Context: an optimization exercise on an open-source flow, tuned for small area. The choices shown serve that exercise and are no tape-out recipe.
Only simulation tests tie the RTL to the original design; equivalence was not proved.
In this run the design's own scripts or RTL, not TritonCTS, make the clock network.
The clock port is modelled as an ideal driver, which makes a skipped or thinned clock tree look cheaper than it is; a real chip needs a root buffer or a tree.

==> flow/flow/run.sh <==
#!/bin/bash
# The standard layout (standard.sh: ORFS from synthesis to finish) with three changes:
# - ports are buffered with the smallest buffer (BUFFER_PORTS_ARGS);
# - clock tree synthesis inserts no dummy loads;
# - after clock tree synthesis, flow/post_cts.tcl replaces its tree with a two-level tree of
#   fewer buffers (flow/mytree.tcl).
# ORFS keeps each tool's log under orfs/logs/; make's own output goes to make_finish.log here.
set -euo pipefail
here=$(pwd)
export POST_CTS_TCL="$here/flow/post_cts.tcl"
CTS="-sink_clustering_enable -repair_clock_nets -dont_use_dummy_load -buf_list sky130_fd_sc_hd__clkbuf_8"
bash standard.sh "BUFFER_PORTS_ARGS=-buffer_cell sky130_fd_sc_hd__buf_1" "CTS_ARGS=$CTS" "POST_CTS_TCL=$POST_CTS_TCL" finish > make_finish.log 2>&1
==> flow/flow/mytree.tcl <==
# Builds a two-level clock tree by hand: the clock port drives one root buffer, which drives
# NLEAF leaf buffers, each placed at the centroid of a k-means cluster of flip-flops.
proc build_clock_tree {nleaf leafcell rootcell} {
  set block [ord::get_db_block]
  set db [ord::get_db]
  set clknet [$block findNet clock]
  set sinks {}
  foreach it [$clknet getITerms] {
    lappend sinks $it
  }
  set n [llength $sinks]
  set xs {}; set ys {}
  foreach it $sinks {
    set bb [[$it getInst] getBBox]
    lappend xs [expr {([$bb xMin] + [$bb xMax]) / 2.0}]
    lappend ys [expr {([$bb yMin] + [$bb yMax]) / 2.0}]
  }
  # k-means, seeded with sinks spread along the sorted order of x+y
  set order [lsort -real -indices [lmap x $xs y $ys {expr {$x + 0.7 * $y}}]]
  set cx {}; set cy {}
  for {set k 0} {$k < $nleaf} {incr k} {
    set i [lindex $order [expr {int(($k + 0.5) * $n / $nleaf)}]]
    lappend cx [lindex $xs $i]; lappend cy [lindex $ys $i]
  }
  set cap [expr {int(ceil(double($n) / $nleaf)) + 2}]
  for {set iter 0} {$iter < 30} {incr iter} {
    # capacitated assignment: sinks in order of their best distance, each to the nearest cluster with room
    set cnt [lrepeat $nleaf 0]
    set assign [lrepeat $n -1]
    set pairs {}
    for {set i 0} {$i < $n} {incr i} {
      for {set k 0} {$k < $nleaf} {incr k} {
        set d [expr {abs([lindex $xs $i] - [lindex $cx $k]) + abs([lindex $ys $i] - [lindex $cy $k])}]
        lappend pairs [list $d $i $k]
      }
    }
    foreach p [lsort -real -index 0 $pairs] {
      lassign $p d i k
      if {[lindex $assign $i] >= 0} continue
      if {[lindex $cnt $k] >= $cap} continue
      lset assign $i $k
      lset cnt $k [expr {[lindex $cnt $k] + 1}]
    }
    set sx [lrepeat $nleaf 0.0]; set sy [lrepeat $nleaf 0.0]
    for {set i 0} {$i < $n} {incr i} {
      set k [lindex $assign $i]
      lset sx $k [expr {[lindex $sx $k] + [lindex $xs $i]}]
      lset sy $k [expr {[lindex $sy $k] + [lindex $ys $i]}]
    }
    for {set k 0} {$k < $nleaf} {incr k} {
      if {[lindex $cnt $k] > 0} {
        lset cx $k [expr {[lindex $sx $k] / [lindex $cnt $k]}]
        lset cy $k [expr {[lindex $sy $k] / [lindex $cnt $k]}]
      }
    }
  }
  set rootm [$db findMaster $rootcell]
  set leafm [$db findMaster $leafcell]
  set rootnet [odb::dbNet_create $block "clknet_root"]
  $rootnet setSigType CLOCK
  set root [odb::dbInst_create $block $rootm "clkbuf_root"]
  set mx 0.0; set my 0.0
  for {set k 0} {$k < $nleaf} {incr k} { set mx [expr {$mx + [lindex $cx $k]}]; set my [expr {$my + [lindex $cy $k]}] }
  $root setLocation [expr {int($mx / $nleaf)}] [expr {int($my / $nleaf)}]
  $root setPlacementStatus PLACED
  [$root findITerm A] connect $clknet
  [$root findITerm X] connect $rootnet
  set leafnets {}
  for {set k 0} {$k < $nleaf} {incr k} {
    set net [odb::dbNet_create $block "clknet_leaf_$k"]
    $net setSigType CLOCK
    set b [odb::dbInst_create $block $leafm "clkbuf_leaf_$k"]
    $b setLocation [expr {int([lindex $cx $k])}] [expr {int([lindex $cy $k])}]
    $b setPlacementStatus PLACED
    [$b findITerm A] connect $rootnet
    [$b findITerm X] connect $net
    lappend leafnets $net
  }
  for {set i 0} {$i < $n} {incr i} {
    set it [lindex $sinks $i]
    $it disconnect
    $it connect [lindex $leafnets [lindex $assign $i]]
  }
  puts "manual clock tree: $n sinks, $nleaf leaves of $leafcell, root $rootcell, cluster sizes $cnt"
}
==> flow/flow/post_cts.tcl <==
# POST_CTS_TCL hook: swap the clock tree that clock_tree_synthesis built for a two-level tree of
# fewer, larger clock buffers (clock port -> one root buffer -> leaf buffers -> flip-flops),
# then legalize the placement again.
set here [file dirname $::env(POST_CTS_TCL)]
source $here/mytree.tcl
source $here/replace_tree.tcl
replace_clock_tree 10 sky130_fd_sc_hd__clkbuf_8 sky130_fd_sc_hd__clkbuf_4
detailed_placement
check_placement -verbose
estimate_parasitics -placement
==> flow/flow/replace_tree.tcl <==
# Replaces the clock tree that clock_tree_synthesis built with build_clock_tree's.
proc replace_clock_tree {nleaf leafcell rootcell} {
  set block [ord::get_db_block]
  set clknet [$block findNet clock]
  foreach inst [$block getInsts] {
    if {[string match "sky130_fd_sc_hd__dfxtp*" [[$inst getMaster] getName]]} {
      set it [$inst findITerm CLK]
      $it disconnect
      $it connect $clknet
    }
  }
  set del {}
  foreach inst [$block getInsts] {
    set nm [$inst getName]
    if {[string match "clkbuf_*" $nm] || [string match "clkload*" $nm]} { lappend del $inst }
  }
  foreach inst $del { odb::dbInst_destroy $inst }
  foreach net [$block getNets] {
    if {[string match "clknet_*" [$net getName]] && [llength [$net getITerms]] == 0} { odb::dbNet_destroy $net }
  }
  puts "removed [llength $del] clock tree cells"
  build_clock_tree $nleaf $leafcell $rootcell
}
==> flow/standard.sh <==
#!/bin/bash
# synth_recipe.tcl (not shown) runs the flow's synth.tcl, then flattens the netlist and writes it again
# the make line also repeats each setting of config.mk as NAME=value (left out here)
make -C /OpenROAD-flow-scripts/flow DESIGN_CONFIG=/design/flow/config.mk WORK_HOME=/design/flow/orfs CLKGATE_MAP_FILE= SYNTH_SCRIPT=/design/flow/synth_recipe.tcl "${@:-finish}"
==> flow/config.mk <==
export PLATFORM = sky130hd
export DESIGN_NAME = fir_lowpass
export DESIGN_NICKNAME = fir_lowpass
export VERILOG_FILES = /design/flow/design.v
export SDC_FILE = /design/flow/constraint.sdc
export NUM_CORES = 4
export LEC_CHECK = 0
export CAP_MARGIN = 20
export CORE_MARGIN = 2
export CORE_UTILIZATION = 55
export SLEW_MARGIN = 20
export SYNTH_HIERARCHICAL = 1
==> flow/constraint.sdc <==
create_clock -name core_clock -period 20.0 [get_ports {clock}]
set_input_delay 4.0000 -clock core_clock [delete_from_list [all_inputs] [get_ports {clock}]]
set_output_delay 4.0000 -clock core_clock [all_outputs]
set_load 0.01 [all_outputs]
==> flow/design.v <==
`default_nettype none
module fir_lowpass
  (input  logic clock, reset,
   input  logic [15:0] xin,
   output logic [15:0] y);
    logic [15:0] xr;   
    logic [15:0] a1;   
    logic [15:0] a2;   
    logic [15:0] a3;   
    logic [14:0] a4;   
    logic [14:0] a5;   
    logic [14:0] a6;   
    logic [13:0] a7;   
    logic [13:0] a8;   
    logic [12:0] a9;   
    logic [15:0] d0;
    logic [15:0] d1;
    logic [15:0] d2;
    logic [15:0] d3;
    logic [14:0] d4;
    logic [14:0] d5;
    logic [14:0] d6;
    logic [13:0] d7;
    logic [13:0] d8;
    logic [12:0] d9;
    logic n1;
    logic n2;
    logic n3;
    logic n4;
    logic n5;
    logic n6;
    logic n7;
    logic n8;
    logic n9;
    logic n10;
    logic n11;
    logic n12;
    logic n13;
    logic n14;
    logic n15;
    logic n16;
    logic n17;
    logic n18;
    logic n19;
    logic n20;
    logic n21;
    logic n22;
    logic n23;
    logic n24;
    logic n25;
    logic n26;
    logic n27;
    logic n28;
    logic n29;
    logic n30;
    logic n31;
    logic n32;
    logic n33;
    logic n34;
    logic n35;
    logic n36;
    logic n37;
    logic n38;
    logic n39;
    logic n40;
    logic n41;
    logic n42;
    logic n43;
    logic n44;
    logic n45;
    logic n46;
    logic n47;
    logic n48;
    logic n49;
    logic n50;
    logic n51;
    logic n52;
    logic n53;
    logic n54;
    logic n55;
    logic n56;
    logic n57;
    logic n58;
    logic n59;
    logic n60;
    logic n61;
    logic n62;
    logic n63;
    logic n64;
    logic n65;
    logic n66;
    logic n67;
    logic n68;
    logic n69;
    logic n70;
    logic n71;
    logic n72;
    logic n73;
    logic n74;
    logic n75;
    logic n76;
    logic n77;
    logic n78;
    logic n79;
    logic n80;
    logic n81;
    logic n82;
    logic n83;
    logic n84;
    logic n85;
    logic n86;
    logic n87;
    logic n88;
    logic n89;
    logic n90;
    logic n91;
    logic n92;
    logic n93;
    logic n94;
    logic n95;
    logic n96;
    logic n97;
    logic n98;
    logic n99;
    logic n100;
    logic n101;
    logic n102;
    logic n103;
    logic n104;
    logic n105;
    logic n106;
    logic n107;
    logic n108;
    logic n109;
    logic n110;
    logic n111;
    logic n112;
    logic n113;
    logic n114;
    logic n115;
    logic n116;
    logic n117;
    logic n118;
    logic n119;
    logic n120;
    logic n121;
    logic n122;
    logic n123;
    logic n124;
    logic n125;
    logic n126;
    logic n127;
    logic n128;
    logic n129;
    logic n130;
    logic n131;
    logic n132;
    logic n133;
    logic n134;
    logic n135;
    logic n136;
    logic n137;
    logic n138;
    logic n139;
    logic n140;
    logic n141;
    logic n142;
    logic n143;
    logic n144;
    logic n145;
    logic n146;
    logic n147;
    logic n148;
    logic n149;
    logic n150;
    logic n151;
    logic n152;
    logic n153;
    logic n154;
    logic n155;
    logic n156;
    logic n157;
    logic n158;
    logic n159;
    logic n160;
    logic n161;
    logic n162;
    logic n163;
    logic n164;
    logic n165;
    logic n166;
    logic n167;
    logic n168;
    logic n169;
    logic n170;
    logic n171;
    logic n172;
    logic n173;
    logic n174;
    logic n175;
    logic n176;
    logic n177;
    logic n178;
    logic n179;
    logic n180;
    logic n181;
    logic n182;
    logic n183;
    logic n184;
    logic n185;
    logic n186;
    logic n187;
    logic n188;
    logic n189;
    logic n190;
    logic n191;
    logic n192;
    logic n193;
    logic n194;
    logic n195;
    logic n196;
    logic n197;
    logic n198;
    logic n199;
    logic n200;
    logic n201;
    logic n202;
    logic n203;
    logic n204;
    logic n205;
    logic n206;
    logic n207;
    logic n208;
    logic n209;
    logic n210;
    logic n211;
    logic n212;
    logic n213;
    logic n214;
    logic n215;
    logic n216;
    logic n217;
    logic n218;
    logic n219;
    logic n220;
    logic n221;
    logic n222;
    logic n223;
    logic n224;
    logic n225;
    logic n226;
    logic n227;
    logic n228;
    logic n229;
    logic n230;
    logic n231;
    logic n232;
    logic n233;
    logic n234;
    logic n235;
    logic n236;
    logic n237;
    logic n238;
    logic n239;
    logic n240;
    logic n241;
    logic n242;
    logic n243;
    logic n244;
    logic n245;
    logic n246;
    logic n247;
    logic n248;
    logic n249;
    logic n250;
    logic n251;
    logic n252;
    logic n253;
    logic n254;
    logic n255;
    logic n256;
    logic n257;
    logic n258;
    logic n259;
    logic n260;
    logic n261;
    logic n262;
    logic n263;
    logic n264;
    logic n265;
    logic n266;
    logic n267;
    logic n268;
    logic n269;
    logic n270;
    logic n271;
    logic n272;
    logic n273;
    logic n274;
    logic n275;
    logic n276;
    logic n277;
    logic n278;
    logic n279;
    logic n280;
    logic n281;
    logic n282;
    logic n283;
    logic n284;
    logic n285;
    logic n286;
    logic n287;
    logic n288;
    logic n289;
    logic n290;
    logic n291;
    logic n292;
    logic n293;
    logic n294;
    logic n295;
    logic n296;
    logic n297;
    logic n298;
    logic n299;
    logic n300;
    logic n301;
    logic n302;
    logic n303;
    logic n304;
    logic n305;
    logic n306;
    logic n307;
    logic n308;
    logic n309;
    logic n310;
    logic n311;
    logic n312;
    logic n313;
    logic n314;
    logic n315;
    logic n316;
    logic n317;
    logic n318;
    logic n319;
    logic n320;
    logic n321;
    logic n322;
    logic n323;
    logic n324;
    logic n325;
    logic n326;
    logic n327;
    logic n328;
    logic n329;
    logic n330;
    logic n331;
    logic n332;
    logic n333;
    logic n334;
    logic n335;
    logic n336;
    logic n337;
    logic n338;
    logic n339;
    logic n340;
    logic n341;
    logic n342;
    logic n343;
    logic n344;
    logic n345;
    logic n346;
    logic n347;
    logic n348;
    logic n349;
    logic n350;
    logic n351;
    logic n352;
    logic n353;
    logic n354;
    logic n355;
    logic n356;
    logic n357;
    logic n358;
    logic n359;
    logic n360;
    logic n361;
    logic n362;
    logic n363;
    logic n364;
    logic n365;
    logic n366;
    logic n367;
    logic n368;
    logic n369;
    logic n370;
    logic n371;
    logic n372;
    logic n373;
    logic n374;
    logic n375;
    logic n376;
    logic n377;
    logic n378;
    logic n379;
    logic n380;
    logic n381;
    logic n382;
    logic n383;
    logic n384;
    logic n385;
    logic n386;
    logic n387;
    logic n388;
    logic n389;
    logic n390;
    logic n391;
    logic n392;
    logic n393;
    logic n394;
    logic n395;
    logic n396;
    logic n397;
    logic n398;
    logic n399;
    logic n400;
    logic n401;
    logic n402;
    logic n403;
    logic n404;
    logic n405;
    logic n406;
    logic n407;
    logic n408;
    logic n409;
    logic n410;
    logic n411;
    logic n412;
    logic n413;
    logic n414;
    logic n415;
    logic n416;
    logic n417;
    logic n418;
    logic n419;
    logic n420;
    logic n421;
    logic n422;
    logic n423;
    logic n424;
    logic n425;
    logic n426;
    logic n427;
    logic n428;
    logic n429;
    logic n430;
    logic n431;
    logic n432;
    logic n433;
    logic n434;
    logic n435;
    logic n436;
    logic n437;
    logic n438;
    logic n439;
    logic n440;
    logic n441;
    logic n442;
    logic n443;
    logic n444;
    logic n445;
    logic n446;
    logic n447;
    logic n448;
    logic n449;
    logic n450;
    logic n451;
    logic n452;
    logic n453;
    logic n454;
    logic n455;
    logic n456;
    logic n457;
    logic n458;
    logic n459;
    logic n460;
    logic n461;
    logic n462;
    logic n463;
    logic n464;
    logic n465;
    logic n466;
    logic n467;
    logic n468;
    logic n469;
    logic n470;
    logic n471;
    logic n472;
    logic n473;
    logic n474;
    logic n475;
    logic n476;
    logic n477;
    logic n478;
    logic n479;
    logic n480;
    logic n481;
    logic n482;
    logic n483;
    logic n484;
    logic n485;
    logic n486;
    logic n487;
    logic n488;
    logic n489;
    logic n490;
    logic n491;
    logic n492;
    logic n493;
    logic n494;
    logic n495;
    logic n496;
    logic n497;
    logic n498;
    logic n499;
    logic n500;
    logic n501;
    logic n502;
    logic n503;
    logic n504;
    logic n505;
    logic n506;
    logic n507;
    logic n508;
    logic n509;
    logic n510;
    logic n511;
    logic n512;
    logic n513;
    logic n514;
    logic n515;
    logic n516;
    logic n517;
    logic n518;
    logic n519;
    logic n520;
    logic n521;
    logic n522;
    logic n523;
    logic n524;
    logic n525;
    logic n526;
    logic n527;
    logic n528;
    logic n529;
    logic n530;
    logic n531;
    logic n532;
    logic n533;
    logic n534;
    logic n535;
    logic n536;
    logic n537;
    logic n538;
    logic n539;
    logic n540;
    logic n541;
    logic n542;
    logic n543;
    logic n544;
    logic n545;
    logic n546;
    logic n547;
    logic n548;
    logic n549;
    logic n550;
    logic n551;
    logic n552;
    logic n553;
    logic n554;
    logic n555;
    logic n556;
    logic n557;
    logic n558;
    logic n559;
    logic n560;
    logic n561;
    logic n562;
    logic n563;
    logic n564;
    logic n565;
    logic n566;
    logic n567;
    logic n568;
    logic n569;
    logic n570;
    logic n571;
    logic n572;
    logic n573;
    logic n574;
    logic n575;
    logic n576;
    logic n577;
    logic n578;
    logic n579;
    logic n580;
    logic n581;
    logic n582;
    logic n583;
    logic n584;
    logic n585;
    logic n586;
    logic n587;
    logic n588;
    logic n589;
    logic n590;
    logic n591;
    logic n592;
    logic n593;
    logic n594;
    logic n595;
    logic n596;
    logic n597;
    logic n598;
    logic n599;
    logic n600;
    logic n601;
    logic n602;
    logic n603;
    logic n604;
    logic n605;
    logic n606;
    logic n607;
    logic n608;
    logic n609;
    logic n610;
    logic n611;
    logic n612;
    logic n613;
    logic n614;
    logic n615;
    logic n616;
    logic n617;
    logic n618;
    logic n619;
    logic n620;
    logic n621;
    logic n622;
    logic n623;
    logic n624;
    logic n625;
    logic n626;
    logic n627;
    logic n628;
    logic n629;
    logic n630;
    logic n631;
    logic n632;
    logic n633;
    logic n634;
    logic n635;
    logic n636;
    logic n637;
    logic n638;
    logic n639;
    logic n640;
    logic n641;
    logic n642;
    logic n643;
    logic n644;
    logic n645;
    logic n646;
    logic n647;
    logic n648;
    logic n649;
    logic n650;
    logic n651;
    logic n652;
    logic n653;
    logic n654;
    logic n655;
    logic n656;
    logic n657;
    logic n658;
    logic n659;
    logic n660;
    logic n661;
    logic n662;
    logic n663;
    logic n664;
    logic n665;
    logic nreset;
    inv u_nreset (.a(reset), .y(nreset));
    assign n1 = xr[0] ^ xr[2];
    assign n2 = xr[0] & xr[2];
    fa un3 (.a(xr[1]), .b(xr[3]), .c(n2), .s(n3), .co(n4));
    fa un5 (.a(xr[2]), .b(xr[4]), .c(n4), .s(n5), .co(n6));
    fa un7 (.a(xr[3]), .b(xr[5]), .c(n6), .s(n7), .co(n8));
    fa un9 (.a(xr[4]), .b(xr[6]), .c(n8), .s(n9), .co(n10));
    fa un11 (.a(xr[5]), .b(xr[7]), .c(n10), .s(n11), .co(n12));
    fa un13 (.a(xr[6]), .b(xr[8]), .c(n12), .s(n13), .co(n14));
    fa un15 (.a(xr[7]), .b(xr[9]), .c(n14), .s(n15), .co(n16));
    fa un17 (.a(xr[8]), .b(xr[10]), .c(n16), .s(n17), .co(n18));
    fa un19 (.a(xr[9]), .b(xr[11]), .c(n18), .s(n19), .co(n20));
    fa un21 (.a(xr[10]), .b(xr[12]), .c(n20), .s(n21), .co(n22));
    fa un23 (.a(xr[11]), .b(xr[13]), .c(n22), .s(n23), .co(n24));
    fa un25 (.a(xr[12]), .b(xr[14]), .c(n24), .s(n25), .co(n26));
    fa un27 (.a(xr[13]), .b(xr[15]), .c(n26), .s(n27), .co(n28));
    fa un29 (.a(xr[14]), .b(xr[15]), .c(n28), .s(n29), .co(n30));
    assign n31 = ~xr[0];
    assign n32 = ~xr[1];
    assign n33 = ~xr[2];
    assign n34 = ~xr[3];
    assign n35 = ~xr[4];
    assign n36 = ~xr[5];
    assign n37 = ~xr[6];
    assign n38 = ~xr[7];
    assign n39 = ~xr[8];
    assign n40 = ~xr[9];
    assign n41 = ~xr[10];
    assign n42 = ~xr[11];
    assign n43 = ~xr[12];
    assign n44 = ~xr[13];
    assign n45 = ~xr[14];
    assign n46 = ~xr[15];
    assign n47 = n32 ^ n31;
    assign n48 = n32 & n31;
    assign n49 = n33 ^ n48;
    assign n50 = n33 & n48;
    assign n51 = n34 ^ n50;
    assign n52 = n34 & n50;
    fa un53 (.a(xr[0]), .b(n35), .c(n52), .s(n53), .co(n54));
    fa un55 (.a(xr[1]), .b(n36), .c(n54), .s(n55), .co(n56));
    fa un57 (.a(xr[2]), .b(n37), .c(n56), .s(n57), .co(n58));
    fa un59 (.a(xr[3]), .b(n38), .c(n58), .s(n59), .co(n60));
    fa un61 (.a(xr[4]), .b(n39), .c(n60), .s(n61), .co(n62));
    fa un63 (.a(xr[5]), .b(n40), .c(n62), .s(n63), .co(n64));
    fa un65 (.a(xr[6]), .b(n41), .c(n64), .s(n65), .co(n66));
    fa un67 (.a(xr[7]), .b(n42), .c(n66), .s(n67), .co(n68));
    fa un69 (.a(xr[8]), .b(n43), .c(n68), .s(n69), .co(n70));
    fa un71 (.a(xr[9]), .b(n44), .c(n70), .s(n71), .co(n72));
    fa un73 (.a(xr[10]), .b(n45), .c(n72), .s(n73), .co(n74));
    fa un75 (.a(xr[11]), .b(n46), .c(n74), .s(n75), .co(n76));
    fa un77 (.a(xr[12]), .b(n46), .c(n76), .s(n77), .co(n78));
    fa un79 (.a(xr[13]), .b(n46), .c(n78), .s(n79), .co(n80));
    fa un81 (.a(xr[14]), .b(n46), .c(n80), .s(n81), .co(n82));
    assign n83 = xr[15] ^ n46;
    assign n84 = n83 ^ n82;
    assign n85 = n32 ^ n31;
    assign n86 = n32 & n31;
    assign n87 = n33 ^ n86;
    assign n88 = n33 & n86;
    assign n89 = (xr[0] & n34) | (xr[0] & n88) | (n34 & n88);
    assign n90 = (xr[1] & n35) | (xr[1] & n89) | (n35 & n89);
    assign n91 = (n1 & n36) | (n1 & n90) | (n36 & n90);
    assign n92 = (n3 & n37) | (n3 & n91) | (n37 & n91);
    assign n93 = (n5 & n38) | (n5 & n92) | (n38 & n92);
    assign n94 = (n7 & n39) | (n7 & n93) | (n39 & n93);
    fa un95 (.a(n9), .b(n40), .c(n94), .s(n95), .co(n96));
    fa un97 (.a(n11), .b(n41), .c(n96), .s(n97), .co(n98));
    fa un99 (.a(n13), .b(n42), .c(n98), .s(n99), .co(n100));
    fa un101 (.a(n15), .b(n43), .c(n100), .s(n101), .co(n102));
    fa un103 (.a(n17), .b(n44), .c(n102), .s(n103), .co(n104));
    fa un105 (.a(n19), .b(n45), .c(n104), .s(n105), .co(n106));
    fa un107 (.a(n21), .b(n46), .c(n106), .s(n107), .co(n108));
    fa un109 (.a(n23), .b(n46), .c(n108), .s(n109), .co(n110));
    fa un111 (.a(n25), .b(n46), .c(n110), .s(n111), .co(n112));
    fa un113 (.a(n27), .b(n46), .c(n112), .s(n113), .co(n114));
    fa un115 (.a(n29), .b(n46), .c(n114), .s(n115), .co(n116));
    fa un117 (.a(n30), .b(n46), .c(n116), .s(n117), .co(n118));
    assign n119 = xr[15] ^ n46;
    assign n120 = n119 ^ n118;
    assign n121 = xr[0] ^ n11;
    assign n122 = xr[0] & n11;
    fa un123 (.a(xr[1]), .b(n13), .c(n122), .s(n123), .co(n124));
    fa un125 (.a(xr[2]), .b(n15), .c(n124), .s(n125), .co(n126));
    fa un127 (.a(xr[3]), .b(n17), .c(n126), .s(n127), .co(n128));
    fa un129 (.a(xr[4]), .b(n19), .c(n128), .s(n129), .co(n130));
    fa un131 (.a(xr[5]), .b(n21), .c(n130), .s(n131), .co(n132));
    fa un133 (.a(xr[6]), .b(n23), .c(n132), .s(n133), .co(n134));
    fa un135 (.a(xr[7]), .b(n25), .c(n134), .s(n135), .co(n136));
    fa un137 (.a(xr[8]), .b(n27), .c(n136), .s(n137), .co(n138));
    fa un139 (.a(xr[9]), .b(n29), .c(n138), .s(n139), .co(n140));
    fa un141 (.a(xr[10]), .b(n30), .c(n140), .s(n141), .co(n142));
    fa un143 (.a(xr[11]), .b(xr[15]), .c(n142), .s(n143), .co(n144));
    fa un145 (.a(xr[12]), .b(xr[15]), .c(n144), .s(n145), .co(n146));
    fa un147 (.a(xr[13]), .b(xr[15]), .c(n146), .s(n147), .co(n148));
    fa un149 (.a(xr[14]), .b(xr[15]), .c(n148), .s(n149), .co(n150));
    assign n151 = ~n31;
    assign n152 = xr[0] ^ n59;
    assign n153 = xr[0] & n59;
    assign n154 = (xr[1] & n61) | (xr[1] & n153) | (n61 & n153);
    assign n155 = (n1 & n63) | (n1 & n154) | (n63 & n154);
    assign n156 = (n3 & n65) | (n3 & n155) | (n65 & n155);
    assign n157 = (n5 & n67) | (n5 & n156) | (n67 & n156);
    assign n158 = (n7 & n69) | (n7 & n157) | (n69 & n157);
    fa un159 (.a(n9), .b(n71), .c(n158), .s(n159), .co(n160));
    fa un161 (.a(n11), .b(n73), .c(n160), .s(n161), .co(n162));
    fa un163 (.a(n13), .b(n75), .c(n162), .s(n163), .co(n164));
    fa un165 (.a(n15), .b(n77), .c(n164), .s(n165), .co(n166));
    fa un167 (.a(n17), .b(n79), .c(n166), .s(n167), .co(n168));
    fa un169 (.a(n19), .b(n81), .c(n168), .s(n169), .co(n170));
    fa un171 (.a(n21), .b(n84), .c(n170), .s(n171), .co(n172));
    fa un173 (.a(n23), .b(n84), .c(n172), .s(n173), .co(n174));
    fa un175 (.a(n25), .b(n84), .c(n174), .s(n175), .co(n176));
    fa un177 (.a(n27), .b(n84), .c(n176), .s(n177), .co(n178));
    fa un179 (.a(n29), .b(n84), .c(n178), .s(n179), .co(n180));
    fa un181 (.a(n30), .b(n84), .c(n180), .s(n181), .co(n182));
    assign n183 = xr[15] ^ n84;
    assign n184 = n183 ^ n182;
    assign n185 = n57 ^ n151;
    assign n186 = n57 & n151;
    assign n187 = (n59 & n47) | (n59 & n186) | (n47 & n186);
    assign n188 = (n61 & n49) | (n61 & n187) | (n49 & n187);
    assign n189 = (n63 & n51) | (n63 & n188) | (n51 & n188);
    assign n190 = (n65 & n53) | (n65 & n189) | (n53 & n189);
    assign n191 = (n67 & n55) | (n67 & n190) | (n55 & n190);
    assign n192 = (n69 & n57) | (n69 & n191) | (n57 & n191);
    assign n193 = (n71 & n59) | (n71 & n192) | (n59 & n192);
    fa un194 (.a(n73), .b(n61), .c(n193), .s(n194), .co(n195));
    fa un196 (.a(n75), .b(n63), .c(n195), .s(n196), .co(n197));
    fa un198 (.a(n77), .b(n65), .c(n197), .s(n198), .co(n199));
    fa un200 (.a(n79), .b(n67), .c(n199), .s(n200), .co(n201));
    fa un202 (.a(n81), .b(n69), .c(n201), .s(n202), .co(n203));
    fa un204 (.a(n84), .b(n71), .c(n203), .s(n204), .co(n205));
    fa un206 (.a(n84), .b(n73), .c(n205), .s(n206), .co(n207));
    fa un208 (.a(n84), .b(n75), .c(n207), .s(n208), .co(n209));
    fa un210 (.a(n84), .b(n77), .c(n209), .s(n210), .co(n211));
    fa un212 (.a(n84), .b(n79), .c(n211), .s(n212), .co(n213));
    fa un214 (.a(n84), .b(n81), .c(n213), .s(n214), .co(n215));
    assign n216 = n151 ^ n123;
    assign n217 = n151 & n123;
    fa un218 (.a(n47), .b(n125), .c(n217), .s(n218), .co(n219));
    fa un220 (.a(n49), .b(n127), .c(n219), .s(n220), .co(n221));
    fa un222 (.a(n51), .b(n129), .c(n221), .s(n222), .co(n223));
    fa un224 (.a(n53), .b(n131), .c(n223), .s(n224), .co(n225));
    fa un226 (.a(n55), .b(n133), .c(n225), .s(n226), .co(n227));
    fa un228 (.a(n57), .b(n135), .c(n227), .s(n228), .co(n229));
    fa un230 (.a(n59), .b(n137), .c(n229), .s(n230), .co(n231));
    fa un232 (.a(n61), .b(n139), .c(n231), .s(n232), .co(n233));
    fa un234 (.a(n63), .b(n141), .c(n233), .s(n234), .co(n235));
    fa un236 (.a(n65), .b(n143), .c(n235), .s(n236), .co(n237));
    fa un238 (.a(n67), .b(n145), .c(n237), .s(n238), .co(n239));
    fa un240 (.a(n69), .b(n147), .c(n239), .s(n240), .co(n241));
    fa un242 (.a(n71), .b(n149), .c(n241), .s(n242), .co(n243));
    fa un244 (.a(n73), .b(n150), .c(n243), .s(n244), .co(n245));
    fa un246 (.a(n75), .b(xr[15]), .c(n245), .s(n246), .co(n247));
    fa un248 (.a(n77), .b(xr[15]), .c(n247), .s(n248), .co(n249));
    fa un250 (.a(n79), .b(xr[15]), .c(n249), .s(n250), .co(n251));
    fa un252 (.a(n81), .b(xr[15]), .c(n251), .s(n252), .co(n253));
    assign n254 = n84 ^ xr[15];
    assign n255 = n254 ^ n253;
    assign n256 = ~n1;
    assign n257 = ~n3;
    assign n258 = ~n5;
    assign n259 = ~n7;
    assign n260 = ~n9;
    assign n261 = ~n121;
    assign n262 = ~n123;
    assign n263 = ~n125;
    assign n264 = ~n127;
    assign n265 = ~n129;
    assign n266 = ~n131;
    assign n267 = ~n133;
    assign n268 = ~n135;
    assign n269 = ~n137;
    assign n270 = ~n139;
    assign n271 = ~n141;
    assign n272 = ~n143;
    assign n273 = ~n145;
    assign n274 = ~n147;
    assign n275 = ~n149;
    assign n276 = ~n150;
    assign n277 = xr[1] ^ xr[0];
    assign n278 = ~xr[1] & ~xr[0];
    assign n279 = n1 ^ n278;
    assign n280 = ~n1 & n278;
    assign n281 = n3 ^ n280;
    assign n282 = ~n3 & n280;
    assign n283 = n5 ^ n282;
    assign n284 = ~n5 & n282;
    assign n285 = ~n284;
    assign n286 = (n31 & n7) | (n31 & n285) | (n7 & n285);
    assign n287 = (n32 & n9) | (n32 & n286) | (n9 & n286);
    assign n288 = (n256 & n121) | (n256 & n287) | (n121 & n287);
    assign n289 = (n257 & n216) | (n257 & n288) | (n216 & n288);
    assign n290 = (n258 & n218) | (n258 & n289) | (n218 & n289);
    assign n291 = (n259 & n220) | (n259 & n290) | (n220 & n290);
    assign n292 = (n260 & n222) | (n260 & n291) | (n222 & n291);
    fa un293 (.a(n261), .b(n224), .c(n292), .s(n293), .co(n294));
    fa un295 (.a(n262), .b(n226), .c(n294), .s(n295), .co(n296));
    fa un297 (.a(n263), .b(n228), .c(n296), .s(n297), .co(n298));
    fa un299 (.a(n264), .b(n230), .c(n298), .s(n299), .co(n300));
    fa un301 (.a(n265), .b(n232), .c(n300), .s(n301), .co(n302));
    fa un303 (.a(n266), .b(n234), .c(n302), .s(n303), .co(n304));
    fa un305 (.a(n267), .b(n236), .c(n304), .s(n305), .co(n306));
    fa un307 (.a(n268), .b(n238), .c(n306), .s(n307), .co(n308));
    fa un309 (.a(n269), .b(n240), .c(n308), .s(n309), .co(n310));
    fa un311 (.a(n270), .b(n242), .c(n310), .s(n311), .co(n312));
    fa un313 (.a(n271), .b(n244), .c(n312), .s(n313), .co(n314));
    fa un315 (.a(n272), .b(n246), .c(n314), .s(n315), .co(n316));
    assign n317 = n273 ^ n248;
    assign n318 = n317 ^ n316;
    assign n319 = ~n159;
    assign n320 = ~n161;
    assign n321 = ~n163;
    assign n322 = ~n165;
    assign n323 = ~n167;
    assign n324 = ~n169;
    assign n325 = ~n171;
    assign n326 = ~n173;
    assign n327 = ~n175;
    assign n328 = ~n177;
    assign n329 = ~n179;
    assign n330 = ~n181;
    assign n331 = ~n184;
    assign n332 = xr[0] | xr[1];
    assign n333 = n332 | xr[2];
    assign n334 = n333 | xr[3];
    assign n335 = n334 | xr[4];
    assign n336 = n335 | xr[5];
    assign n337 = n336 | xr[6];
    assign n338 = n337 | xr[7];
    assign n339 = n338 | xr[8];
    assign n340 = n339 | xr[9];
    assign n341 = n340 | xr[10];
    assign n342 = n341 | xr[11];
    assign n343 = n342 | xr[12];
    assign n344 = n343 | xr[13];
    assign n345 = n344 | xr[14];
    assign n346 = xr[15] & n345;
    assign n347 = xr[15] & n344;
    assign n348 = xr[15] & n342;
    assign n349 = xr[15] & n339;
    assign n350 = xr[15] & n343;
    assign n351 = n230 ^ n346;
    assign n352 = n230 & n346;
    assign n353 = n232 ^ n352;
    assign n354 = n232 & n352;
    assign n355 = n234 ^ n354;
    assign n356 = n234 & n354;
    assign n357 = n236 ^ n356;
    assign n358 = n236 & n356;
    assign n359 = n238 ^ n358;
    assign n360 = n238 & n358;
    assign n361 = n240 ^ n360;
    assign n362 = n240 & n360;
    assign n363 = n242 ^ n362;
    assign n364 = n242 & n362;
    assign n365 = n244 ^ n364;
    assign n366 = n244 & n364;
    assign n367 = n246 ^ n366;
    assign n368 = n246 & n366;
    assign n369 = n248 ^ n368;
    assign n370 = n248 & n368;
    assign n371 = n250 ^ n370;
    assign n372 = n250 & n370;
    assign n373 = n252 ^ n372;
    assign n374 = n252 & n372;
    assign n375 = n255 ^ n374;
    assign n376 = ~n351;
    assign n377 = ~n353;
    assign n378 = ~n355;
    assign n379 = ~n357;
    assign n380 = ~n359;
    assign n381 = ~n361;
    assign n382 = ~n363;
    assign n383 = ~n365;
    assign n384 = ~n367;
    assign n385 = ~n369;
    assign n386 = ~n371;
    assign n387 = ~n373;
    assign n388 = ~n375;
    fa un389 (.a(a9[0]), .b(n194), .c(n347), .s(n389), .co(n390));
    fa un391 (.a(a9[1]), .b(n196), .c(n390), .s(n391), .co(n392));
    fa un393 (.a(a9[2]), .b(n198), .c(n392), .s(n393), .co(n394));
    fa un395 (.a(a9[3]), .b(n200), .c(n394), .s(n395), .co(n396));
    fa un397 (.a(a9[4]), .b(n202), .c(n396), .s(n397), .co(n398));
    fa un399 (.a(a9[5]), .b(n204), .c(n398), .s(n399), .co(n400));
    fa un401 (.a(a9[6]), .b(n206), .c(n400), .s(n401), .co(n402));
    fa un403 (.a(a9[7]), .b(n208), .c(n402), .s(n403), .co(n404));
    fa un405 (.a(a9[8]), .b(n210), .c(n404), .s(n405), .co(n406));
    fa un407 (.a(a9[9]), .b(n212), .c(n406), .s(n407), .co(n408));
    fa un409 (.a(a9[10]), .b(n214), .c(n408), .s(n409), .co(n410));
    fa un411 (.a(a9[11]), .b(n215), .c(n410), .s(n411), .co(n412));
    fa un413 (.a(a9[12]), .b(n215), .c(n412), .s(n413), .co(n414));
    assign n415 = a9[12] ^ n215;
    assign n416 = n415 ^ n414;
    assign n417 = ~n348;
    fa un418 (.a(a8[0]), .b(n293), .c(n417), .s(n418), .co(n419));
    fa un420 (.a(a8[1]), .b(n295), .c(n419), .s(n420), .co(n421));
    fa un422 (.a(a8[2]), .b(n297), .c(n421), .s(n422), .co(n423));
    fa un424 (.a(a8[3]), .b(n299), .c(n423), .s(n424), .co(n425));
    fa un426 (.a(a8[4]), .b(n301), .c(n425), .s(n426), .co(n427));
    fa un428 (.a(a8[5]), .b(n303), .c(n427), .s(n428), .co(n429));
    fa un430 (.a(a8[6]), .b(n305), .c(n429), .s(n430), .co(n431));
    fa un432 (.a(a8[7]), .b(n307), .c(n431), .s(n432), .co(n433));
    fa un434 (.a(a8[8]), .b(n309), .c(n433), .s(n434), .co(n435));
    fa un436 (.a(a8[9]), .b(n311), .c(n435), .s(n436), .co(n437));
    fa un438 (.a(a8[10]), .b(n313), .c(n437), .s(n438), .co(n439));
    fa un440 (.a(a8[11]), .b(n315), .c(n439), .s(n440), .co(n441));
    fa un442 (.a(a8[12]), .b(n318), .c(n441), .s(n442), .co(n443));
    assign n444 = a8[13] ^ n318;
    assign n445 = n444 ^ n443;
    fa un446 (.a(a7[0]), .b(n95), .c(n349), .s(n446), .co(n447));
    fa un448 (.a(a7[1]), .b(n97), .c(n447), .s(n448), .co(n449));
    fa un450 (.a(a7[2]), .b(n99), .c(n449), .s(n450), .co(n451));
    fa un452 (.a(a7[3]), .b(n101), .c(n451), .s(n452), .co(n453));
    fa un454 (.a(a7[4]), .b(n103), .c(n453), .s(n454), .co(n455));
    fa un456 (.a(a7[5]), .b(n105), .c(n455), .s(n456), .co(n457));
    fa un458 (.a(a7[6]), .b(n107), .c(n457), .s(n458), .co(n459));
    fa un460 (.a(a7[7]), .b(n109), .c(n459), .s(n460), .co(n461));
    fa un462 (.a(a7[8]), .b(n111), .c(n461), .s(n462), .co(n463));
    fa un464 (.a(a7[9]), .b(n113), .c(n463), .s(n464), .co(n465));
    fa un466 (.a(a7[10]), .b(n115), .c(n465), .s(n466), .co(n467));
    fa un468 (.a(a7[11]), .b(n117), .c(n467), .s(n468), .co(n469));
    fa un470 (.a(a7[12]), .b(n120), .c(n469), .s(n470), .co(n471));
    fa un472 (.a(a7[13]), .b(n120), .c(n471), .s(n472), .co(n473));
    assign n474 = a7[13] ^ n120;
    assign n475 = n474 ^ n473;
    assign n476 = ~n350;
    fa un477 (.a(a6[0]), .b(n319), .c(n476), .s(n477), .co(n478));
    fa un479 (.a(a6[1]), .b(n320), .c(n478), .s(n479), .co(n480));
    fa un481 (.a(a6[2]), .b(n321), .c(n480), .s(n481), .co(n482));
    fa un483 (.a(a6[3]), .b(n322), .c(n482), .s(n483), .co(n484));
    fa un485 (.a(a6[4]), .b(n323), .c(n484), .s(n485), .co(n486));
    fa un487 (.a(a6[5]), .b(n324), .c(n486), .s(n487), .co(n488));
    fa un489 (.a(a6[6]), .b(n325), .c(n488), .s(n489), .co(n490));
    fa un491 (.a(a6[7]), .b(n326), .c(n490), .s(n491), .co(n492));
    fa un493 (.a(a6[8]), .b(n327), .c(n492), .s(n493), .co(n494));
    fa un495 (.a(a6[9]), .b(n328), .c(n494), .s(n495), .co(n496));
    fa un497 (.a(a6[10]), .b(n329), .c(n496), .s(n497), .co(n498));
    fa un499 (.a(a6[11]), .b(n330), .c(n498), .s(n499), .co(n500));
    fa un501 (.a(a6[12]), .b(n331), .c(n500), .s(n501), .co(n502));
    fa un503 (.a(a6[13]), .b(n331), .c(n502), .s(n503), .co(n504));
    assign n505 = a6[14] ^ n331;
    assign n506 = n505 ^ n504;
    fa un507 (.a(a5[0]), .b(n319), .c(n476), .s(n507), .co(n508));
    fa un509 (.a(a5[1]), .b(n320), .c(n508), .s(n509), .co(n510));
    fa un511 (.a(a5[2]), .b(n321), .c(n510), .s(n511), .co(n512));
    fa un513 (.a(a5[3]), .b(n322), .c(n512), .s(n513), .co(n514));
    fa un515 (.a(a5[4]), .b(n323), .c(n514), .s(n515), .co(n516));
    fa un517 (.a(a5[5]), .b(n324), .c(n516), .s(n517), .co(n518));
    fa un519 (.a(a5[6]), .b(n325), .c(n518), .s(n519), .co(n520));
    fa un521 (.a(a5[7]), .b(n326), .c(n520), .s(n521), .co(n522));
    fa un523 (.a(a5[8]), .b(n327), .c(n522), .s(n523), .co(n524));
    fa un525 (.a(a5[9]), .b(n328), .c(n524), .s(n525), .co(n526));
    fa un527 (.a(a5[10]), .b(n329), .c(n526), .s(n527), .co(n528));
    fa un529 (.a(a5[11]), .b(n330), .c(n528), .s(n529), .co(n530));
    fa un531 (.a(a5[12]), .b(n331), .c(n530), .s(n531), .co(n532));
    fa un533 (.a(a5[13]), .b(n331), .c(n532), .s(n533), .co(n534));
    assign n535 = a5[14] ^ n331;
    assign n536 = n535 ^ n534;
    fa un537 (.a(a4[0]), .b(n95), .c(n349), .s(n537), .co(n538));
    fa un539 (.a(a4[1]), .b(n97), .c(n538), .s(n539), .co(n540));
    fa un541 (.a(a4[2]), .b(n99), .c(n540), .s(n541), .co(n542));
    fa un543 (.a(a4[3]), .b(n101), .c(n542), .s(n543), .co(n544));
    fa un545 (.a(a4[4]), .b(n103), .c(n544), .s(n545), .co(n546));
    fa un547 (.a(a4[5]), .b(n105), .c(n546), .s(n547), .co(n548));
    fa un549 (.a(a4[6]), .b(n107), .c(n548), .s(n549), .co(n550));
    fa un551 (.a(a4[7]), .b(n109), .c(n550), .s(n551), .co(n552));
    fa un553 (.a(a4[8]), .b(n111), .c(n552), .s(n553), .co(n554));
    fa un555 (.a(a4[9]), .b(n113), .c(n554), .s(n555), .co(n556));
    fa un557 (.a(a4[10]), .b(n115), .c(n556), .s(n557), .co(n558));
    fa un559 (.a(a4[11]), .b(n117), .c(n558), .s(n559), .co(n560));
    fa un561 (.a(a4[12]), .b(n120), .c(n560), .s(n561), .co(n562));
    fa un563 (.a(a4[13]), .b(n120), .c(n562), .s(n563), .co(n564));
    fa un565 (.a(a4[14]), .b(n120), .c(n564), .s(n565), .co(n566));
    assign n567 = a4[14] ^ n120;
    assign n568 = n567 ^ n566;
    fa un569 (.a(a3[0]), .b(n293), .c(n417), .s(n569), .co(n570));
    fa un571 (.a(a3[1]), .b(n295), .c(n570), .s(n571), .co(n572));
    fa un573 (.a(a3[2]), .b(n297), .c(n572), .s(n573), .co(n574));
    fa un575 (.a(a3[3]), .b(n299), .c(n574), .s(n575), .co(n576));
    fa un577 (.a(a3[4]), .b(n301), .c(n576), .s(n577), .co(n578));
    fa un579 (.a(a3[5]), .b(n303), .c(n578), .s(n579), .co(n580));
    fa un581 (.a(a3[6]), .b(n305), .c(n580), .s(n581), .co(n582));
    fa un583 (.a(a3[7]), .b(n307), .c(n582), .s(n583), .co(n584));
    fa un585 (.a(a3[8]), .b(n309), .c(n584), .s(n585), .co(n586));
    fa un587 (.a(a3[9]), .b(n311), .c(n586), .s(n587), .co(n588));
    fa un589 (.a(a3[10]), .b(n313), .c(n588), .s(n589), .co(n590));
    fa un591 (.a(a3[11]), .b(n315), .c(n590), .s(n591), .co(n592));
    fa un593 (.a(a3[12]), .b(n318), .c(n592), .s(n593), .co(n594));
    fa un595 (.a(a3[13]), .b(n318), .c(n594), .s(n595), .co(n596));
    fa un597 (.a(a3[14]), .b(n318), .c(n596), .s(n597), .co(n598));
    assign n599 = a3[15] ^ n318;
    assign n600 = n599 ^ n598;
    fa un601 (.a(a2[0]), .b(n194), .c(n347), .s(n601), .co(n602));
    fa un603 (.a(a2[1]), .b(n196), .c(n602), .s(n603), .co(n604));
    fa un605 (.a(a2[2]), .b(n198), .c(n604), .s(n605), .co(n606));
    fa un607 (.a(a2[3]), .b(n200), .c(n606), .s(n607), .co(n608));
    fa un609 (.a(a2[4]), .b(n202), .c(n608), .s(n609), .co(n610));
    fa un611 (.a(a2[5]), .b(n204), .c(n610), .s(n611), .co(n612));
    fa un613 (.a(a2[6]), .b(n206), .c(n612), .s(n613), .co(n614));
    fa un615 (.a(a2[7]), .b(n208), .c(n614), .s(n615), .co(n616));
    fa un617 (.a(a2[8]), .b(n210), .c(n616), .s(n617), .co(n618));
    fa un619 (.a(a2[9]), .b(n212), .c(n618), .s(n619), .co(n620));
    fa un621 (.a(a2[10]), .b(n214), .c(n620), .s(n621), .co(n622));
    fa un623 (.a(a2[11]), .b(n215), .c(n622), .s(n623), .co(n624));
    fa un625 (.a(a2[12]), .b(n215), .c(n624), .s(n625), .co(n626));
    fa un627 (.a(a2[13]), .b(n215), .c(n626), .s(n627), .co(n628));
    fa un629 (.a(a2[14]), .b(n215), .c(n628), .s(n629), .co(n630));
    assign n631 = a2[15] ^ n215;
    assign n632 = n631 ^ n630;
    assign n633 = a1[0] ^ n351;
    assign n634 = ~a1[0] & n351;
    assign n635 = ~n634;
    fa un636 (.a(a1[1]), .b(n377), .c(n635), .s(n636), .co(n637));
    fa un638 (.a(a1[2]), .b(n378), .c(n637), .s(n638), .co(n639));
    fa un640 (.a(a1[3]), .b(n379), .c(n639), .s(n640), .co(n641));
    fa un642 (.a(a1[4]), .b(n380), .c(n641), .s(n642), .co(n643));
    fa un644 (.a(a1[5]), .b(n381), .c(n643), .s(n644), .co(n645));
    fa un646 (.a(a1[6]), .b(n382), .c(n645), .s(n646), .co(n647));
    fa un648 (.a(a1[7]), .b(n383), .c(n647), .s(n648), .co(n649));
    fa un650 (.a(a1[8]), .b(n384), .c(n649), .s(n650), .co(n651));
    fa un652 (.a(a1[9]), .b(n385), .c(n651), .s(n652), .co(n653));
    fa un654 (.a(a1[10]), .b(n386), .c(n653), .s(n654), .co(n655));
    fa un656 (.a(a1[11]), .b(n387), .c(n655), .s(n656), .co(n657));
    fa un658 (.a(a1[12]), .b(n388), .c(n657), .s(n658), .co(n659));
    fa un660 (.a(a1[13]), .b(n388), .c(n659), .s(n660), .co(n661));
    fa un662 (.a(a1[14]), .b(n388), .c(n661), .s(n662), .co(n663));
    assign n664 = a1[15] ^ n375;
    assign n665 = n664 ^ n663;
    assign d0 = {(n665 & ~reset), ~(n662 | reset), ~(n660 | reset), ~(n658 | reset), ~(n656 | reset), ~(n654 | reset), ~(n652 | reset), ~(n650 | reset), ~(n648 | reset), ~(n646 | reset), ~(n644 | reset), ~(n642 | reset), ~(n640 | reset), ~(n638 | reset), ~(n636 | reset), ~(n633 | reset)};
    assign d1 = {~(n632 & nreset), ~(n629 & nreset), ~(n627 & nreset), ~(n625 & nreset), ~(n623 & nreset), ~(n621 & nreset), ~(n619 & nreset), ~(n617 & nreset), ~(n615 & nreset), ~(n613 & nreset), ~(n611 & nreset), ~(n609 & nreset), ~(n607 & nreset), ~(n605 & nreset), ~(n603 & nreset), ~(n601 & nreset)};
    assign d2 = {~(n600 | reset), ~(n597 | reset), ~(n595 | reset), ~(n593 | reset), ~(n591 | reset), ~(n589 | reset), ~(n587 | reset), ~(n585 | reset), ~(n583 | reset), ~(n581 | reset), ~(n579 | reset), ~(n577 | reset), ~(n575 | reset), ~(n573 | reset), ~(n571 | reset), ~(n569 | reset)};
    assign d3 = {~(n568 & nreset), ~(n565 & nreset), ~(n563 & nreset), ~(n561 & nreset), ~(n559 & nreset), ~(n557 & nreset), ~(n555 & nreset), ~(n553 & nreset), ~(n551 & nreset), ~(n549 & nreset), ~(n547 & nreset), ~(n545 & nreset), ~(n543 & nreset), ~(n541 & nreset), ~(n539 & nreset), ~(n537 & nreset)};
    assign d4 = {~(n536 | reset), ~(n533 | reset), ~(n531 | reset), ~(n529 | reset), ~(n527 | reset), ~(n525 | reset), ~(n523 | reset), ~(n521 | reset), ~(n519 | reset), ~(n517 | reset), ~(n515 | reset), ~(n513 | reset), ~(n511 | reset), ~(n509 | reset), ~(n507 | reset)};
    assign d5 = {(n506 | reset), (n503 | reset), (n501 | reset), (n499 | reset), (n497 | reset), (n495 | reset), (n493 | reset), (n491 | reset), (n489 | reset), (n487 | reset), (n485 | reset), (n483 | reset), (n481 | reset), (n479 | reset), (n477 | reset)};
    assign d6 = {~(n475 & nreset), ~(n472 & nreset), ~(n470 & nreset), ~(n468 & nreset), ~(n466 & nreset), ~(n464 & nreset), ~(n462 & nreset), ~(n460 & nreset), ~(n458 & nreset), ~(n456 & nreset), ~(n454 & nreset), ~(n452 & nreset), ~(n450 & nreset), ~(n448 & nreset), ~(n446 & nreset)};
    assign d7 = {~(n445 | reset), ~(n442 | reset), ~(n440 | reset), ~(n438 | reset), ~(n436 | reset), ~(n434 | reset), ~(n432 | reset), ~(n430 | reset), ~(n428 | reset), ~(n426 | reset), ~(n424 | reset), ~(n422 | reset), ~(n420 | reset), ~(n418 | reset)};
    assign d8 = {~(n416 & nreset), ~(n413 & nreset), ~(n411 & nreset), ~(n409 & nreset), ~(n407 & nreset), ~(n405 & nreset), ~(n403 & nreset), ~(n401 & nreset), ~(n399 & nreset), ~(n397 & nreset), ~(n395 & nreset), ~(n393 & nreset), ~(n391 & nreset), ~(n389 & nreset)};
    assign d9 = {~(n388 | reset), ~(n387 | reset), ~(n386 | reset), ~(n385 | reset), ~(n384 | reset), ~(n383 | reset), ~(n382 | reset), ~(n381 | reset), ~(n380 | reset), ~(n379 | reset), ~(n378 | reset), ~(n377 | reset), ~(n376 | reset)};
    always_ff @(posedge clock) begin
        xr <= xin & {16{~reset}};
        y <= d0;
        a1 <= d1;
        a2 <= d2;
        a3 <= d3;
        a4 <= d4;
        a5 <= d5;
        a6 <= d6;
        a7 <= d7;
        a8 <= d8;
        a9 <= d9;
    end
endmodule
module fa (input logic a, b, c, output logic s, co);
    assign s = a ^ b ^ c;
    assign co = (a & b) | (a & c) | (b & c);
endmodule
module inv (input logic a, output logic y);
    assign y = ~a;
endmodule
==> results.txt <==
worst max path at each step:
stage / from / end / slack (ps) / cells past startpoint
2_1_floorplan: xr[2]$_DFF_P_ / y[15]$_DFF_P_ / 6730 / 36
3_3_place_gp: xr[0]$_DFF_P_ / y[15]$_DFF_P_ / 6260 / 36
3_5_place_dp: xr[0]$_DFF_P_ / y[15]$_DFF_P_ / 6110 / 36
5_1_grt: xr[0]$_DFF_P_ / y[15]$_DFF_P_ / 5590 / 36
6_report: xr[0]$_DFF_P_ / y[15]$_DFF_P_ / 6080 / 36
logic make-up after synthesis:
| logic type | count (synthesis) |
|---|---|
| compound gates | 33 |
| xor+xnor | 24 |
| fa+ha+maj | 259 |
| buf+inv | 82 |
| flops | 166 |
| simple gates | 197 |
layout make-up:
type                    count  area share [%]
well taps                 229           2.752
multi-input cells         513           60.18
inverters                  63           2.284
repair buffers             36           1.442
diodes                      1         0.02404
flip-flops and latches    166           31.92
plain buffers              11           1.394
per-module statistics from Yosys (local to each module, per instance):
| module | cell area (um^2) | flops+latches | copies in the design |
|---|---|---|---|
| fa | 20.02 | 0 | 235 |
| fir_lowpass | 5187 | 166 | 1 |
| inv | 3.754 | 0 | 1 |
critical path: cells and delay by family, from the launching register on:
kind                       cells  cell delay, ps
xor gates and xnor gates       2             330
adders and majority gates     32           12910
buffers and inverters          1              70
DFF                            1             440
and+or+nand+nor                1              50
synth_stat cells:
| master | count | share of area, % |
|---|---|---|
| xor2_1 | 5 | 0.44 |
| dfxtp_1 | 166 | 34 |
| o21ai_1 | 1 | 0.051 |
| o21ai_0 | 4 | 0.20 |
| nand4_1 | 1 | 0.063 |
| maj3_1 | 3 | 0.30 |
| a222oi_1 | 1 | 0.10 |
| nor3_1 | 3 | 0.15 |
| nor2b_2 | 1 | 0.089 |
| inv_1 | 63 | 2.4 |
| o211ai_1 | 5 | 0.38 |
| nand2_1 | 75 | 2.8 |
| nor2b_1 | 19 | 1.2 |
| nor4b_1 | 1 | 0.089 |
| fa_1 | 235 | 48 |
| a221oi_1 | 1 | 0.089 |
| a31o_2 | 1 | 0.089 |
| ha_1 | 19 | 2.4 |
| nand3_1 | 2 | 0.10 |
| or2_2 | 14 | 0.89 |
| nor4_1 | 1 | 0.063 |
| buf_1 | 5 | 0.19 |
| o22ai_1 | 4 | 0.25 |
| a31oi_1 | 5 | 0.32 |
| nor2_1 | 77 | 2.9 |
| o221ai_1 | 2 | 0.18 |
| maj3_2 | 2 | 0.23 |
| nand2b_1 | 3 | 0.19 |
| clkbuf_1 | 14 | 0.53 |
| a21oi_1 | 9 | 0.46 |
| xnor2_1 | 19 | 1.7 |
flip-flops by register name (all words and copies together) (netlist names), 14 cells and up:
name,flops
a7,14
a3,16
a4,15
a8,14
a6,15
a2,16
y,16
a1,16
xr,16
a5,15
per-layer routing:
layer / share of wire (%) / vias to the layer above
li1: - / 2356
met1: 47 / 2814
met2: 46 / 125
met3: 4.3 / 30
met4: 2.3 / 0
met5: 0 / -
==> impl_metrics.env <==
export IMPL_fp_dieH_um=138.1
export IMPL_status="complete, no violations"
export IMPL_viasPerCell=5.226
export IMPL_drt_iter0_markers=320
export IMPL_first_pass_iters=5
export IMPL_yosys_area_share_simple_pct=8.598
export IMPL_clk_pin_slew_ps=110
export IMPL_hp_start="a5[10]$_DFF_P_"
export IMPL_vias=5325
export IMPL_grt_met1_usage_pct=35.71
export IMPL_io_buffer_count=33
export IMPL_finClkSkew_ps=42.59
export IMPL_final_common_cell="fa_1"
export IMPL_ios=34
export IMPL_reg2reg_slack_ps=6080
export IMPL_worstMarginPinSlew_ps=1013
export IMPL_area_growth_pct=5.197
export IMPL_crit_path_max_incr_delay_ps=690
export IMPL_synth_compound_area_share_pct=2.112
export IMPL_gr_usage_met2_pct=35.33
export IMPL_hp_class="register to register"
export IMPL_dp_slack_ps=6110
export IMPL_track_usage_pct=22.83
export IMPL_ant_nets=0
export IMPL_stdcell_count=1019
export IMPL_r2r_worst_path_cells=36
export IMPL_yosys_area_share_adder_pct=50.47
export IMPL_post_drt_wl_per_cell_um=19.98
export IMPL_synth_mux_area_fraction_pct=0
export IMPL_placed_cell_area_um2=10260
export IMPL_critical_path_class="register to register"
export IMPL_post_dp_hpwl_um=16630
export IMPL_setup_viol=0
export IMPL_std_cell_rows=49
export IMPL_layout_drive_gt1_share_pct=4.309
export IMPL_synth_top_family_by_area="adder cells"
export IMPL_finalHoldViolCount=0
export IMPL_overflow=0
export IMPL_nFillCells=1442
export IMPL_nets=1063
export IMPL_utilization_pct=58.55
export IMPL_drc=0
export IMPL_synth_cell_area_um2=9896
export IMPL_place_gp_congestion=0.9788
export IMPL_crit_slowest_cell="fa_1"
export IMPL_slew_viol_final=0
export IMPL_syn_nets=1033
export IMPL_r2r_start="xr[0]$_DFF_P_"
export IMPL_grt_pass1_vias=6044
export IMPL_finalWorstSetupSlack_ps=6084
export IMPL_slew_headroom_pct=31.95
export IMPL_start_util_pct=55.66
export IMPL_seqCellArea_um2=3323
export IMPL_multi_input_area_um2=6265
export IMPL_synth_seq_area_share_pct=33.58
export IMPL_clock_latency_ps=600
export IMPL_synth_xor_area_share_pct=2.124
export IMPL_antenna_found_initial=1
export IMPL_synth_cell_types=31
export IMPL_max_freq_ghz=0.07186
export IMPL_r2r_end="y[15]$_DFF_P_"
export IMPL_rsz0062_at_grt="false"
export IMPL_grt_max_degree=62
export IMPL_fin_hold_ws_ps=533.5
export IMPL_cp_max_fo=9
export IMPL_avgSynthCellArea_um2=13.00
export IMPL_grt_most_used_layer="met1"
export IMPL_yosys_warnings=7
export IMPL_timing_final_crit_period_ps=13920
export IMPL_die_x_um=138.1
export IMPL_dp_cells=1007
export IMPL_clock_sinks=166
export IMPL_cp_start_kind="register"
export IMPL_final_cell_area_um2=10410
export IMPL_wl_um=20360
export IMPL_grt_util_met3_pct=2.321
export IMPL_grt_pass1_wl_um=33640
export IMPL_critPathArrivalTime_ps=14390
export IMPL_hold_path_cell_count=2
export IMPL_tns_ps=0
export IMPL_synthCells=761
export IMPL_required_ps=20480
export IMPL_max_cap_viol_count=0
export IMPL_endpoint_kind="register"
export IMPL_core_um2=17780
export IMPL_cpMostUsedCell="fa_1"
export IMPL_min_to="a4[10]$_DFF_P_"
export IMPL_synth_seq_cells=166
export IMPL_fin_crit_sh_pct=69.58
export IMPL_dieArea_um2=19080
export IMPL_final_cell_mix="fa_1 (235), dfxtp_1 (166), nor2_1 (77)"

## re-timing with driven ports
No port has a modelled driver above. Below, the same layout with a new extraction and two added sets of constraints. Step 1 sets driving cells, clkbuf_16 on the clock port and buf_2 on the other inputs (assumed; they add their load-dependent delay and slew). Step 2 also shifts input and output timing later by t, the mid clock arrival at the registers, as if the neighbouring blocks saw the same clock. Slacks: ideal / step 1 / step 2; pairs: ideal / step 1.
t (ns): 0.621
setup WS [ns]: 6.084 / 6.084 / 6.084
worst setup path at the end: register to register
After both steps this run still meets setup and hold. The setup slack of this run moves by 0.000 ns with the drivers and by 0.000 ns with both steps.
